This is an optimization exercise on Yosys and OpenROAD, whose aim is small area, a short achievable clock period and few clock cycles, not a production implementation. For this run, only the layout was checked, not whether the RTL still works.

[run.sh]
#!/bin/bash
# synth_recipe.tcl (not shown) runs the flow's synth.tcl, then flattens the netlist and writes it again
# the make line also repeats each setting of config.mk as NAME=value (left out here)
make -C /OpenROAD-flow-scripts/flow DESIGN_CONFIG=/design/flow/config.mk WORK_HOME=/design/flow/orfs CLKGATE_MAP_FILE= SYNTH_SCRIPT=/design/flow/synth_recipe.tcl finish
[design.v]
module Rotational_Cordic #(
	parameter INT_LENGTH        = 7,
	parameter FRAC_LENGTH       = 11,
	parameter NUM_OF_ITERATIONS = 11
) (
input  wire               CLK,
input  wire               RST,
input  wire               ENABLE,
input  wire signed [17:0] Xo,
input  wire signed [17:0] Yo,
input  wire signed [17:0] Zo,
output wire signed [17:0] XN,
output wire signed [17:0] YN,
output reg                Done
);
localparam signed [17:0] TWO_PI  = 18'h03243, M2PI  = 18'h3cdbc,
                         PI      = 18'h01921, MPI   = 18'h3e6df,
                         HPI     = 18'h00c90, MHPI  = 18'h3f36f,
                         T3PI2   = 18'h025b2, M3PI2 = 18'h3da4d;
reg signed [17:0] x, y;
reg signed [11:0] z;       
reg               negx, negy_n;   
reg               busy;
reg  [4:0]        ph;      
wire hi  = Zo >  T3PI2;                
wire lo  = Zo <  M3PI2;                
wire qp  = Zo >= HPI  && Zo <= T3PI2;  
wire qn  = Zo >= M3PI2 && Zo <= MHPI;  
wire s0  = hi ? (Zo < TWO_PI) : lo ? (Zo <= M2PI) : qp ? (Zo < PI) : qn ? (Zo < MPI) : Zo[17];
reg signed [17:0] k1;
always @* begin
  case ({hi, lo, qp, qn})
    4'b1000: k1 = -TWO_PI;
    4'b0100: k1 =  TWO_PI;
    4'b0010: k1 = -PI;
    4'b0001: k1 =  PI;
    default: k1 = 18'sd0;
  endcase
  k1 = s0 ? k1 + 18'sd1608 : k1 - 18'sd1608;
end
wire signed [17:0] z1  = Zo + k1;
wire signed [11:0] z1s = (z1[17:11] == 7'h00 || z1[17:11] == 7'h7f) ? z1[11:0]
                                                                   : {z1[17], {11{~z1[17]}}};
wire signed [17:0] x_s1 = x >>> 1, x_s3 = x >>> 3, x_s5 = x >>> 5, x_s7 = x >>> 7, x_s9 = x >>> 9;
wire signed [17:0] xa = ({18{ph[0]}} & x_s1) | ({18{ph[1]}} & x_s3) |
                        ({18{ph[2]}} & x_s5) | ({18{ph[3]}} & x_s7) |
                        ({18{ph[4]}} & x_s9);
wire signed [17:0] y_s1 = y >>> 1, y_s3 = y >>> 3, y_s5 = y >>> 5, y_s7 = y >>> 7, y_s9 = y >>> 9;
wire signed [17:0] ya = ({18{ph[0]}} & y_s1) | ({18{ph[1]}} & y_s3) |
                        ({18{ph[2]}} & y_s5) | ({18{ph[3]}} & y_s7) |
                        ({18{ph[4]}} & y_s9);
wire [11:0] aa = ({12{ph[0]}} & 12'h3b5) | ({12{ph[1]}} & 12'h0fe) | ({12{ph[2]}} & 12'h03f) |
                 ({12{ph[3]}} & 12'h00f) | ({12{ph[4]}} & 12'h003);
wire sa = z[11];
wire [18:0] xat = {x, 1'b1} + {ya ^ {18{~sa}}, ~sa};
wire [18:0] yat = {y, 1'b1} + {xa ^ {18{sa}},  sa};
wire [12:0] zat = {z, 1'b1} + {aa ^ {12{~sa}}, ~sa};
wire signed [17:0] x2 = xat[18:1], y2 = yat[18:1];
wire signed [11:0] z2 = zat[12:1];
wire signed [17:0] xi = busy ? x2 : Xo;
wire signed [17:0] yi = busy ? y2 : Yo;
wire signed [17:0] xi_s2 = xi >>> 2, xi_s4 = xi >>> 4, xi_s6 = xi >>> 6, xi_s8 = xi >>> 8, xi_s10 = xi >>> 10;
wire signed [17:0] xb = ({18{~busy}} & xi) |
                        ({18{ph[0]}} & xi_s2) | ({18{ph[1]}} & xi_s4) |
                        ({18{ph[2]}} & xi_s6) | ({18{ph[3]}} & xi_s8) |
                        ({18{ph[4]}} & xi_s10);
wire signed [17:0] yi_s2 = yi >>> 2, yi_s4 = yi >>> 4, yi_s6 = yi >>> 6, yi_s8 = yi >>> 8, yi_s10 = yi >>> 10;
wire signed [17:0] yb = ({18{~busy}} & yi) |
                        ({18{ph[0]}} & yi_s2) | ({18{ph[1]}} & yi_s4) |
                        ({18{ph[2]}} & yi_s6) | ({18{ph[3]}} & yi_s8) |
                        ({18{ph[4]}} & yi_s10);
wire [11:0] ab = ({12{ph[0]}} & 12'h1f5) | ({12{ph[1]}} & 12'h07f) | ({12{ph[2]}} & 12'h01f) |
                 ({12{ph[3]}} & 12'h007) | ({12{ph[4]}} & 12'h001);
wire sb = busy ? z2[11] : s0;
wire [18:0] xbt = {xi, 1'b1} + {yb ^ {18{~sb}}, ~sb};
wire [18:0] ybt = {yi, 1'b1} + {xb ^ {18{sb}},  sb};
wire [12:0] zbt = {z2, 1'b1} + {ab ^ {12{~sb}}, ~sb};
always @(posedge CLK or negedge RST)
  if (!RST) begin
    busy <= 1'b0; Done <= 1'b0; ph <= 5'd0;
  end else begin
    Done <= ph[4];
    if (ENABLE) begin
      busy <= 1'b1; ph <= 5'b00001;
    end else begin
      busy <= |ph[3:0];
      ph <= {ph[3:0], 1'b0};
    end
  end
always @(posedge CLK) begin
  x <= xbt[18:1];
  y <= ybt[18:1];
  if (ENABLE) begin
    z <= z1s;
    negx <= qp | qn;
    negy_n <= ~(qp | qn);
  end else begin
    z <= zbt[12:1];
  end
end
wire negy = ~negy_n;
wire [28:0] xq = {{11{x[17]^negx}}, x ^ {18{negx}}};
wire [28:0] yq = {{11{y[17]^negy}}, y ^ {18{negy}}};
wire [28:0] kx = negx ? 29'd3293 : 29'd3;
wire [28:0] ky = negy ? 29'd3293 : 29'd3;
wire [28:0] P  = (xq << 10) + (xq << 8) + ~(xq << 5) + ~(xq << 2) + ~xq + kx;
wire [28:0] Q  = (yq << 10) + (yq << 8) + ~(yq << 5) + ~(yq << 2) + ~yq + ky;
assign XN = P[28:11];
assign YN = Q[28:11];
endmodule
[config.mk]
export PLATFORM = sky130hd
export DESIGN_NAME = Rotational_Cordic
export DESIGN_NICKNAME = Rotational_Cordic
export VERILOG_FILES = /design/flow/design.v
export SDC_FILE = /design/flow/constraint.sdc
export NUM_CORES = 4
export LEC_CHECK = 0
export CAP_MARGIN = 20
export CORE_MARGIN = 2
export CORE_UTILIZATION = 40
export PLACE_DENSITY = 0.6
export SLEW_MARGIN = 20
[constraint.sdc]
create_clock -name core_clock -period 8.0 [get_ports {CLK}]
set_input_delay 1.6000 -clock core_clock [delete_from_list [all_inputs] [get_ports {CLK}]]
set_output_delay 1.6000 -clock core_clock [all_outputs]
set_load 0.01 [all_outputs]
==> results.toml <==
[sta]
setup_violations = 0
setup_slack_ns = 0.1792
fin_crit_ns = 7.821
max_slew_margin_pct = 37.23
skew_ns = 0.01302
hold_viol = 0
slew_violations = 0
min_period_over_period_pct = 97.76
rsz0062_at_grt = "true"
fmax_ghz = 0.1279
worst_pin_slew_ns = 0.9415

[synth]
ys_async_sr_fraction_pct = 12.28
yosysSeqAreaShare_pct = 7.680
syn_inst = 1939
synth_seq_cells = 57
netlist_area_mm2 = 0.01557
yosysWarnings = 1
synth_enable_flop_cells = 2
syn_nets = 2311
synth_flop_cell = "dfxtp_1"
synth_area_per_cell_um2 = 8.032
synth.distinct_cells = 90

[placed_design]
pre_cts_ws_ns = 0.1484
dpl.cell_count = 2515
placed_cell_area_mm2 = 0.01725
port_buffers = 93
dp_hpwl_mm = 41.56
routabilityCongestion = 0.9707

[detailed_routing]
ant_nets = 0
drt-wirelength-per-cell_um = 20.26
route.detailed.drc = 0
num_vias = 15070
dr.first_iter.drc_count = 1344
wl_mm = 51.35
viasPerCell = 5.945
firstDrtPassIters = 10

[worst_setup_path]
crit_path_start = "negy_n"
path_class = "flip-flop to output port"
crit_end = "YN[15]"
required_ns = 6.40
worstPathArrival_ns = 6.22
rr_endpoint = "y[15]"
crit_fanout = 6
worst_setup_path_end_kind = "output port"
r2r-start = "ph[4]"
start_kind = "flip-flop"
regToRegSetupSlack_ns = 0.61
r2r_cells = 27

[clock_network]
tritoncts = "built"
clock_path_buffers = 2
clock-sinks = 57
cts.clk_slew.worst_paths_ns = 0.06
clock_latency_ns = 0.35
ctsHtreeMaxLevel = 3
hold_buffers = 0
cts_inserted_buffers = 9
clock-root-buffer = "clkbuf_16"

[floorplanning]
row_count = 72
die_area_mm2 = 0.04053
ioPinCount = 94
die_h_um = 201.3
initial_core_util_pct = 40.39
core_mm2 = 0.03856
die_w_um = 201.3

[finish]
fin_area_mm2 = 0.01769
layout.cells.most_common_list = "ha_1, xnor2_1, nand2_1"
final_cells = 2535
final_nets = 2383
fillers = 3918
final_common_cell = "ha_1"
syn2layout_area_growth_pct = 13.58
seq_area_mm2 = 0.001201
multi_input_area_mm2 = 0.01370
drive_above_1_share_pct = 7.093
fin_util_pct = 45.88

[status]
status = "no timing/DRC/antenna violations"

[hold_path]
min_path_cells = 2
min_path_type = "flip-flop to flip-flop"

[global_routing]
grt_usage_pct = 24.74
grt_remaining_overflow = 0
antenna_found_initial = 3
grt_pass1_vias = 14700
grt_max_degree = 51
grt_pass1_wl_mm = 80.14

[flow_run]
maxCapViolations = 0
[logic make-up after synthesis]
family / Yosys count / synth area share (%)
simple gates: 491 / 14.89
compound gates: 574 / 25.92
xor+xnor: 278 / 15.72
flops: 57 / 7.680
buf+inv: 204 / 5.021
fa+ha+maj: 315 / 29.35
mux: 20 / 1.422
[worst min-delay path by stage]
stage	from	endpoint	slack, ns
2_1_floorplan	ph[4]	Done	0.35
3_3_place_gp	ph[0]	ph[1]	0.96
3_5_place_dp	ph[0]	ph[1]	0.94
4_1_cts	ph[0]	ph[1]	0.96
5_1_grt	ph[0]	ph[1]	1.00
6_report	ph[0]	ph[1]	1.01
[cells in the mapped netlist, types with 7 or more instances]
cell,number,share of area [%]
ha_1,231,19
xnor2_1,206,12
nand2_1,158,3.8
a21oi_1,146,4.7
nor2_1,121,2.9
inv_1,105,2.5
fa_1,84,11
a21o_1,72,3.5
o21ai_0,72,2.3
xor2_1,71,4.0
clkbuf_1,68,1.6
dfxtp_1,48,6.2
nor3_1,40,1.3
nand3_1,39,1.3
a222oi_1,37,2.4
a22oi_1,32,1.5
nor2b_1,25,1.0
nand2b_1,24,0.96
a221oi_1,22,1.2
buf_1,22,0.53
a211oi_1,21,1.0
o21a_1,20,0.96
a31oi_1,17,0.68
and3_1,17,0.68
o21bai_1,16,0.77
o31ai_1,16,0.77
mux2_2,14,1.0
or3_1,13,0.52
nand4_1,12,0.48
a211o_1,10,0.56
o211ai_1,10,0.48
and2_1,8,0.32
nor4_1,8,0.32
a21boi_0,7,0.34
a221o_1,7,0.45
buf_2,7,0.22
dfrtp_1,7,1.1
o31a_1,7,0.39
or2_2,7,0.28
[sequential cells by signal, summed over array words and instances, names as in the netlist]
name    cells
Done        1
busy        1
negx        1
negy_n      1
ph          5
x          18
y          18
z          12
[cell type report]
type / instances / share of cell area, %
diodes: 1 / 0.01415
clock buffers: 13 / 1.648
clock inverters: 3 / 0.1132
inverters: 106 / 2.249
multi-input cells: 1678 / 77.44
flip-flops and latches: 57 / 6.790
well taps: 518 / 3.664
repair buffers: 159 / 8.078
[critical path, cell delays in order (launching register included)]
cell and delay [ns]:
edfxtp_1 0.53, buf_4 0.20, xor2_1 0.18, fa_1 0.50, inv_1 0.05, fa_1 0.51, fa_1 0.54, inv_1 0.04
ha_1 0.35, a21o_1 0.18, a21o_1 0.18, a21oi_1 0.18, o21bai_1 0.09, a21o_1 0.20, a2111oi_2 0.34, nor3_1 0.14
a41o_1 0.31, o41ai_4 0.25, buf_4 0.16, o21bai_1 0.08, a21oi_1 0.19, xnor2_1 0.13, clkdlybuf4s50_1 0.55
[metal layers]
metal | up-vias | GRT usage, % | wire (µm)
li1 | 7186 | - | -
met1 | 7228 | 31.21 | 21760
met2 | 520 | 42.73 | 24110
met3 | 133 | 2.932 | 3054
met4 | 4 | 10.22 | 2406
met5 | - | 0 | 21
[through the flow]
step / hold WS [ns] / TNS [ns]
6_report: 1.006 / 0
5_1_grt: 1.003 / -0.05085
4_1_cts: 0.9581 / 0
3_5_place_dp: 0.9448 / 0
3_3_place_gp: 0.9577 / 0
2_1_floorplan: 0.3487 / 0
[repair_timing]
action	CTS	global route
resized for setup	12	7
pin swaps	3	1
setup endpoints to repair	2	5
setup buffers	2	1

[re-timing with driven ports]
The results above use ideal ports. As a check the final layout listed here was re-extracted and re-timed, cells and wires unchanged.
Step 1 assumes that a clkbuf_16 drives the clock port and a buf_2 every other input.
Step 2 times the ports against the registers' clock, not the clock port: input delays grow and output delays shrink by t, the midpoint of the rising clock arrivals with the driver on.
a / b / c = ideal ports / drivers / drivers and shift; a / b = the first two.
t (ns): 0.393
setup WS [ns]: 0.179 / 0.134 / 0.326
worst hold slack (ns): 1.006 / 1.006 / 1.006
worst slew at a driven data input, ns: 0.08
cell pins on the clock port's net: 1
After both steps this run still meets setup and hold. For this run, drivers alone change the setup slack by -0.045 ns; drivers and shift together by +0.147 ns.
